What follows belongs to an exercise in optimizing a design on an open flow for small area and a short achievable clock period; a production flow would make more cautious choices. Where RTL was checked, it was by simulation tests only, not by an equivalence proof against the original. Power is estimated from default activity; no workload was simulated.

Setup of before:
// datapath
module datapath (clk, writenum, readnum, write, datapath_in, vsel, loada, loadb, loadc, shift, asel, bsel, ALUop, loads, Z_out, datapath_out);
export LEC_CHECK = 0
export CAP_MARGIN = 20
export CORE_MARGIN = 2
export CORE_UTILIZATION = 60
export CTS_BUF_LIST = sky130_fd_sc_hd__clkbuf_4 sky130_fd_sc_hd__clkbuf_8
export SETUP_SLACK_MARGIN = 2.9
export SLEW_MARGIN = 20
export SYNTH_HIERARCHICAL = 1
export SYNTH_MINIMUM_KEEP_SIZE = 0
create_clock -name core_clock -period 5.5 [get_ports {clk}]
standard.sh (not shown) runs the stock make flow with config.mk's settings and CLKGATE_MAP_FILE= SYNTH_SCRIPT=/design/flow/synth_recipe.tcl, a recipe that flattens the netlist after the stock synthesis.
==> flow/flow/run.sh <==
#!/bin/bash
# The standard layout (standard.sh), with every input and output port
# buffered by a buf_2 cell instead of the buffer the resizer picks by default.
set -euo pipefail
bash standard.sh 'BUFFER_PORTS_ARGS=-buffer_cell sky130_fd_sc_hd__buf_2' finish > make.log 2>&1
[inputs] after vs before
-- flow/design.v --
<<< before, line 6
  output [15:0] Cn;
  output        Sn;
  wire [1:0] s0, sl, sr, asb, subb, nokill, kz;   
  wire s15;
  bdec15 ud15 (.bsel(bsel), .sh(shift), .s15(s15));
>>> after, line 6
  output [15:0] Cn;
  output        Sn;
  wire [3:0] s0, sl, sr, pa, subb, nokill, kz;   
  wire s15;
  bdec15 ud15 (.bsel(bsel), .sh(shift), .s15(s15));
<<< before, line 16
  genvar i;
  generate
    for (i = 0; i < 2; i = i + 1) begin : dec
      bdec ud (.bsel(bsel), .sh(shift), .s0(s0[i]), .sl(sl[i]), .sr(sr[i]));
      gm_buf uas (.a(asel), .y(asb[i]));
      gm_buf usb (.a(ALUop[0]), .y(subb[i]));
      gm_andn unk (.an(ALUop[1]), .b(loadc), .y(nokill[i]));
>>> after, line 16
  genvar i;
  generate
    for (i = 0; i < 4; i = i + 1) begin : dec
      bdec ud (.bsel(bsel), .sh(shift), .s0(s0[i]), .sl(sl[i]), .sr(sr[i]));
      gm_xnor2 upa (.a(asel), .b(ALUop[0]), .y(pa[i]));
      gm_buf usb (.a(ALUop[0]), .y(subb[i]));
      gm_andn unk (.an(ALUop[1]), .b(loadc), .y(nokill[i]));
<<< before, line 25
  endgenerate
  wire [15:0] An  = ~Aq;
  wire [16:0] bx  = {1'b0, Bq, 1'b0};
  wire [15:0] Ain, Bin, Bz, ai, g, t, xn, nd, wn, rn, zb;
  generate
    for (i = 0; i < 16; i = i + 1) begin : b
      localparam integer D = i / 8;
      gm_nor2 uan (.a(An[i]), .b(asb[D]), .y(Ain[i]));
      gm_xor2 ua (.a(Ain[i]), .b(subb[D]), .y(ai[i]));
      if (i < 5) begin : lo
        wire n0, n1, n2, n3;
>>> after, line 25
  endgenerate
  wire [15:0] An  = ~Aq;
  wire [15:0] Ain = Aq & {16{~asel}};
  wire [16:0] bx  = {1'b0, Bq, 1'b0};
  wire [15:0] Bin, Bz, ai, g, t, xn, nd, q, zb;
  generate
    for (i = 0; i < 16; i = i + 1) begin : b
      localparam integer D = i / 4;
      wire na0, na1;
      gm_nand2 ua0 (.a(Aq[i]), .b(pa[D]), .y(na0));
      gm_nand2 ua1 (.a(An[i]), .b(subb[D]), .y(na1));
      gm_nand2 ua (.a(na0), .b(na1), .y(ai[i]));
      if (i < 5) begin : lo
        wire n0, n1, n2, n3;
<<< before, line 58
      gm_xnor2 ux (.a(Ain[i]), .b(Bz[i]), .y(xn[i]));
      gm_nand2 un (.a(Ain[i]), .b(Bz[i]), .y(nd[i]));
      if (i == 0) begin : z0
        gm_inv uz (.a(xn[0]), .y(wn[0]));
      end else begin : zi
        zx uz (.q(xn[i]), .tn(t[i-1]), .kn(kz[D]), .y(wn[i]));
      end
      gm_mux2i ur (.s(op0b), .a0(nd[i]), .a1(Bz[i]), .y(rn[i]));
      gm_mux2i uq (.s(op1b), .a0(wn[i]), .a1(rn[i]), .y(zb[i]));
    end
  endgenerate
  wire [15:0] y   = op1b ? rn : ~xn;
  wire [15:0] yc  = ldcb ? y : Cq;
  wire        sq  = ~(~loads & Sq);
>>> after, line 61
      gm_xnor2 ux (.a(Ain[i]), .b(Bz[i]), .y(xn[i]));
      gm_nand2 un (.a(Ain[i]), .b(Bz[i]), .y(nd[i]));
      zsel uq (.xn(xn[i]), .nd(nd[i]), .bin(Bz[i]), .op(opb), .q(q[i]));
      if (i == 0) begin : z0
        assign zb[0] = q[0];
      end else begin : zi
        zx uz (.q(q[i]), .tn(t[i-1]), .kn(kz[D]), .y(zb[i]));
      end
    end
  endgenerate
  wire [15:0] y   = op1b ? (op0b ? ~Bz : ~nd) : ~xn;
  wire [15:0] yc  = ldcb ? y : Cq;
  wire        sq  = ~(~loads & Sq);
<<< before, line 224
  assign y = ~a;
endmodule
module gm_mux2i(s, a0, a1, y);
  input s, a0, a1;
  output y;
  assign y = ~(s ? a1 : a0);
endmodule
module zx(q, tn, kn, y);
  input q, tn, kn;
  output y;
  assign y = ~(q ^ ~(tn | kn));
endmodule
module bdec(bsel, sh, s0, sl, sr);
>>> after, line 226
  assign y = ~a;
endmodule
module zsel(xn, nd, bin, op, q);
  input xn, nd, bin;
  input [1:0] op;
  output q;
  assign q = op[1] ? (op[0] ? bin : nd) : xn;
endmodule
module zx(q, tn, kn, y);
  input q, tn, kn;
  output y;
  assign y = q ^ ~(tn | kn);
endmodule
module bdec(bsel, sh, s0, sl, sr);
<<< before, line 277
  output y;
  assign y = ~(a | b);
endmodule
module gm_xor2(a, b, y);
  input a, b;
  output y;
  assign y = a ^ b;
endmodule
module gm_xnor2(a, b, y);
>>> after, line 280
  output y;
  assign y = ~(a | b);
endmodule
module gm_xnor2(a, b, y);
## What came out
after completed; timing, DRC and antenna clean
Of the two values seen for last element of the critical path, Z_out was produced by after and datapath_out[12] by before.
Looking at part of the cycle the worst path needs, after sits 1.3 points higher than before does.
Cmp after vs before: synthesized netlist cell count higher in after
Diff before -> after: power consumption +about 2%, full die area +3.8%, pin count of the biggest net entering global routing -about 25%, share of cells above drive strength 1 +1.2 points.
Final-layout clock-cell area share is lower on after
Cmp after vs before: synthesized area divided by synthesized cell count lower in after
Synthesis-to-layout area growth was lower in before than in after.
Compare before and after | final-stage net count lower: before
NOTE: post-cts resize count in after exceeds that of before
Compared with before, after shows a lower clock share of power.
Only the layout flow was run in before; the RTL was not checked for function there.

* * *

Setup of the previous run:
datapath, a different RTL version from the one above (not shown whole).
Size in the first run: ~790 cells after synthesis.
// datapath
module datapath (clk, writenum, readnum, write, datapath_in, vsel, loada, loadb, loadc, shift, asel, bsel, ALUop, loads, Z_out, datapath_out);
export LEC_CHECK = 0
export CAP_MARGIN = 20
export CORE_MARGIN = 2
export CORE_UTILIZATION = 60
export CTS_BUF_LIST = sky130_fd_sc_hd__clkbuf_4 sky130_fd_sc_hd__clkbuf_8
export SETUP_SLACK_MARGIN = 2.9
export SLEW_MARGIN = 20
export SYNTH_HIERARCHICAL = 1
export SYNTH_MINIMUM_KEEP_SIZE = 0
create_clock -name core_clock -period 5.5 [get_ports {clk}]
Scripts as last shown in full above: flow/flow/run.sh
The following lists how the current run was set up differently from the previous run:
-- flow/design.v --
<<< the previous run, line 6
  output [15:0] Cn;
  output        Sn;
  wire [3:0] s0, sl, sr, pa, subb, nokill, kz;   
  wire s15;
  bdec15 ud15 (.bsel(bsel), .sh(shift), .s15(s15));
>>> the current run, line 6
  output [15:0] Cn;
  output        Sn;
  wire [3:0] s0, sl, sr, asb, subb, nokill, kz;   
  wire s15;
  bdec15 ud15 (.bsel(bsel), .sh(shift), .s15(s15));
<<< the previous run, line 18
    for (i = 0; i < 4; i = i + 1) begin : dec
      bdec ud (.bsel(bsel), .sh(shift), .s0(s0[i]), .sl(sl[i]), .sr(sr[i]));
      gm_xnor2 upa (.a(asel), .b(ALUop[0]), .y(pa[i]));
      gm_buf usb (.a(ALUop[0]), .y(subb[i]));
      gm_andn unk (.an(ALUop[1]), .b(loadc), .y(nokill[i]));
>>> the current run, line 18
    for (i = 0; i < 4; i = i + 1) begin : dec
      bdec ud (.bsel(bsel), .sh(shift), .s0(s0[i]), .sl(sl[i]), .sr(sr[i]));
      gm_buf uas (.a(asel), .y(asb[i]));
      gm_buf usb (.a(ALUop[0]), .y(subb[i]));
      gm_andn unk (.an(ALUop[1]), .b(loadc), .y(nokill[i]));
<<< the previous run, line 25
  endgenerate
  wire [15:0] An  = ~Aq;
  wire [15:0] Ain = Aq & {16{~asel}};
  wire [16:0] bx  = {1'b0, Bq, 1'b0};
  wire [15:0] Bin, Bz, By, ai, g, t, xn, nd, wn, rn, zb;
  generate
    for (i = 0; i < 16; i = i + 1) begin : b
      localparam integer D = i / 4;
      wire na0, na1;
      gm_nand2 ua0 (.a(Aq[i]), .b(pa[D]), .y(na0));
      gm_nand2 ua1 (.a(An[i]), .b(subb[D]), .y(na1));
      gm_nand2 ua (.a(na0), .b(na1), .y(ai[i]));
      if (i < 5) begin : lo
        wire n0, n1, n2, n3;
>>> the current run, line 25
  endgenerate
  wire [15:0] An  = ~Aq;
  wire [16:0] bx  = {1'b0, Bq, 1'b0};
  wire [15:0] Ain, Bin, Bz, ai, g, t, xn, nd, wn, rn, zb;
  generate
    for (i = 0; i < 16; i = i + 1) begin : b
      localparam integer D = i / 4;
      gm_nor2 uan (.a(An[i]), .b(asb[D]), .y(Ain[i]));
      gm_xor2 ua (.a(Ain[i]), .b(subb[D]), .y(ai[i]));
      if (i < 5) begin : lo
        wire n0, n1, n2, n3;
<<< the previous run, line 43
        gm_nand4 ub (.a(n0), .b(n1), .c(n2), .d(n3), .y(Bin[i]));
        gm_nand4 uz (.a(n0), .b(n1), .c(n2), .d(n3), .y(Bz[i]));
        gm_nand4 uy (.a(n0), .b(n1), .c(n2), .d(n3), .y(By[i]));
      end else if (i < 15) begin : mid
        wire n0, n1, n2;
>>> the current run, line 40
        gm_nand4 ub (.a(n0), .b(n1), .c(n2), .d(n3), .y(Bin[i]));
        gm_nand4 uz (.a(n0), .b(n1), .c(n2), .d(n3), .y(Bz[i]));
      end else if (i < 15) begin : mid
        wire n0, n1, n2;
<<< the previous run, line 51
        gm_nand3 ub (.a(n0), .b(n1), .c(n2), .y(Bin[i]));
        gm_nand3 uz (.a(n0), .b(n1), .c(n2), .y(Bz[i]));
        gm_nand3 uy (.a(n0), .b(n1), .c(n2), .y(By[i]));
      end else begin : top
        wire n0, n1;
>>> the current run, line 47
        gm_nand3 ub (.a(n0), .b(n1), .c(n2), .y(Bin[i]));
        gm_nand3 uz (.a(n0), .b(n1), .c(n2), .y(Bz[i]));
      end else begin : top
        wire n0, n1;
<<< the previous run, line 58
        gm_nand2 ub (.a(n0), .b(n1), .y(Bin[i]));
        gm_nand2 uz (.a(n0), .b(n1), .y(Bz[i]));
        gm_nand2 uy (.a(n0), .b(n1), .y(By[i]));
      end
      gm_nand3 ug (.a(Bin[i]), .b(ai[i]), .c(nokill[D]), .y(g[i]));
      gm_nor2 ut (.a(Bin[i]), .b(ai[i]), .y(t[i]));
      gm_xnor2 ux (.a(Ain[i]), .b(Bz[i]), .y(xn[i]));
      gm_nand2 un (.a(Ain[i]), .b(By[i]), .y(nd[i]));
      if (i == 0) begin : z0
        gm_inv uz (.a(xn[0]), .y(wn[0]));
>>> the current run, line 53
        gm_nand2 ub (.a(n0), .b(n1), .y(Bin[i]));
        gm_nand2 uz (.a(n0), .b(n1), .y(Bz[i]));
      end
      gm_nand3 ug (.a(Bin[i]), .b(ai[i]), .c(nokill[D]), .y(g[i]));
      gm_nor2 ut (.a(Bin[i]), .b(ai[i]), .y(t[i]));
      gm_xnor2 ux (.a(Ain[i]), .b(Bz[i]), .y(xn[i]));
      gm_nand2 un (.a(Ain[i]), .b(Bz[i]), .y(nd[i]));
      if (i == 0) begin : z0
        gm_inv uz (.a(xn[0]), .y(wn[0]));
<<< the previous run, line 73
    end
  endgenerate
  wire [15:0] y   = op1b ? (op0b ? ~By : ~nd) : ~xn;
  wire [15:0] yc  = ldcb ? y : Cq;
  wire        sq  = ~(~loads & Sq);
>>> the current run, line 67
    end
  endgenerate
  wire [15:0] y   = op1b ? rn : ~xn;
  wire [15:0] yc  = ldcb ? y : Cq;
  wire        sq  = ~(~loads & Sq);
<<< the previous run, line 284
  assign y = ~(a | b);
endmodule
module gm_xnor2(a, b, y);
  input a, b;
>>> the current run, line 278
  assign y = ~(a | b);
endmodule
module gm_xor2(a, b, y);
  input a, b;
  output y;
  assign y = a ^ b;
endmodule
module gm_xnor2(a, b, y);
  input a, b;
Results
Any difference in sequential cell count between the current run and the previous run is small enough to ignore. Measured against each other, the current run and the previous run differ in total met2 wirelength after detailed routing, the lower figure coming from the current run. The current run vs. the previous run: setup slack of the critical path after layout -44 ps; portion of total power attributed to the clock network +1.7 points. The number of ordinary and repair buffers in the finished layout of the current run falls short of that of the previous run by 1.5%. Looking at the current run and the previous run, the number of cells on the critical path is a wash. The current run vs the previous run on XOR/XNOR share of the synthesized area: the current run is the higher one. When the current run is measured against the previous run, its detail-routed via count per cell turns out 6.4% lower. Going from the previous run to the current run, sequential share of layout area now larger, global-route usage saw a decrease, number of fill cells in the layout -about 4.6%, number of standard cells in the final layout excluding fillers went down, slew of the pin with the lowest slew margin lost 88 ps.

* * *

lane 1:
datapath, a different RTL version from the one above (not shown whole).
Size: roughly 790 cells after synthesis, roughly 180 flip-flops, roughly 52 I/O pins.
==> module regfile, before the edit <==
module regfile(data_in, writenum, write, readnum, clk, data_out);
  input [15:0] data_in;
  input [2:0] writenum, readnum;
  input write, clk;
  output [15:0] data_out;
  reg [15:0] R [7:0];
  always_ff @(posedge clk)
    if (write)
      R[writenum] <= data_in;
  wire [7:0] rs;
  genvar k, b;
  generate
    for (k = 0; k < 8; k = k + 1) begin : dec
      assign rs[k] = (readnum == k);
    end
    for (b = 0; b < 16; b = b + 1) begin : rd
      rd8 m (.rs(rs), .r({R[7][b], R[6][b], R[5][b], R[4][b], R[3][b], R[2][b], R[1][b], R[0][b]}),
             .y(data_out[b]));
    end
  endgenerate
endmodule
==> module rd8, before the edit <==
module rd8(rs, r, y);
  input [7:0] rs, r;
  output y;
  assign y = |(rs & r);
endmodule
export LEC_CHECK = 0
export CAP_MARGIN = 20
export CORE_MARGIN = 2
export CORE_UTILIZATION = 60
export CTS_BUF_LIST = sky130_fd_sc_hd__clkbuf_4 sky130_fd_sc_hd__clkbuf_8
export SETUP_SLACK_MARGIN = 2.9
export SLEW_MARGIN = 20
export SYNTH_HIERARCHICAL = 1
export SYNTH_MINIMUM_KEEP_SIZE = 0
create_clock -name core_clock -period 5.5 [get_ports {clk}]
==> flow/flow/run.sh <==
#!/bin/bash
# The standard layout (standard.sh), with every input and output port
# buffered by a buf_4 cell instead of the buffer the resizer picks by default.
set -euo pipefail
bash standard.sh 'BUFFER_PORTS_ARGS=-buffer_cell sky130_fd_sc_hd__buf_4' finish > make.log 2>&1
The flow did not stop early for lane 1: all stages ran, and the layout cleared the timing, design-rule and antenna checks.
### lane 1 -> lane 2
-- flow/design.v --
<<< lane 1, line 325
    if (write)
      R[writenum] <= data_in;
  wire [7:0] rs;
  genvar k, b;
  generate
    for (k = 0; k < 8; k = k + 1) begin : dec
      assign rs[k] = (readnum == k);
    end
    for (b = 0; b < 16; b = b + 1) begin : rd
      rd8 m (.rs(rs), .r({R[7][b], R[6][b], R[5][b], R[4][b], R[3][b], R[2][b], R[1][b], R[0][b]}),
             .y(data_out[b]));
    end
  endgenerate
endmodule
module rd8(rs, r, y);
  input [7:0] rs, r;
  output y;
  assign y = |(rs & r);
endmodule
module datapath (clk, writenum, readnum, write, datapath_in, vsel, loada, loadb, loadc, shift, asel, bsel, ALUop, loads, Z_out, datapath_out);
>>> lane 2, line 325
    if (write)
      R[writenum] <= data_in;
  assign data_out = R[readnum];
endmodule
module datapath (clk, writenum, readnum, write, datapath_in, vsel, loada, loadb, loadc, shift, asel, bsel, ALUop, loads, Z_out, datapath_out);
Results
- Re setup fix buffers added after clock tree synthesis: lane 2 is 3 down on lane 1.
- The proportion of power drawn by the clock network in lane 2 was lower than what lane 1 gave.
- From lane 1 to lane 2 the numbers moved as follows: number of instances resized during post-cts repair increased by 6 relative to the old numbers; routed metal-1 wirelength went down 0.46%; setup slack after layout saw an increase; horizontal die dimension went up by about 2%.
- Area growth from synthesis to layout in lane 2 is 1.1 points higher than in lane 1
- NOTE: overall global routing resource usage in lane 2 falls short of that of lane 1

-- separate check: timing with driven ports --
No port has a modelled driver above. Below, the same layouts with a new extraction and two added sets of constraints. Step 1 sets driving cells, clkbuf_16 on the clock port and buf_2 on the other inputs (assumed; they add their load-dependent delay and slew). Step 2 adds t to the input delays and takes it off the output delays; t is the mean of the earliest and latest rising clock arrival at the registers after step 1. Input paths then give back, and output paths get back, about the clock's delay inside the block. a / b / c = no drivers / after step 1 / after step 2; a / b = the first two.
| run | shift t [ns] | setup WS [ns] | worst setup path at the end | clock arrival spread, ns | worst slew at a driven data input, ns |
|---|---|---|---|---|---|
| before | 0.508 | 2.951 / 2.956 / 2.448 | input to register | 0.013 / 0.013 | 0.05 |
| after | 0.498 | 2.878 / 2.803 / 2.305 | input to register | 0.032 / 0.032 | 0.14 |
| the previous run | 0.494 | 3.008 / 2.982 / 2.487 | input to register | 0.015 / 0.015 | 0.06 |
| the current run | 0.493 | 2.964 / 2.975 / 2.482 | input to register | 0.013 / 0.014 | 0.05 |
| lane 1 | 0.496 | 2.907 / 2.749 / 2.253 | input to register | 0.020 / 0.020 | 0.20 |
| lane 2 | 0.493 | 2.952 / 2.810 / 2.317 | input to register | 0.016 / 0.017 | 0.20 |
After both steps every run listed still meets setup and hold. The setup slack of lane 1, which loses most, moves by -0.158 ns with the drivers and by -0.654 ns with both steps.
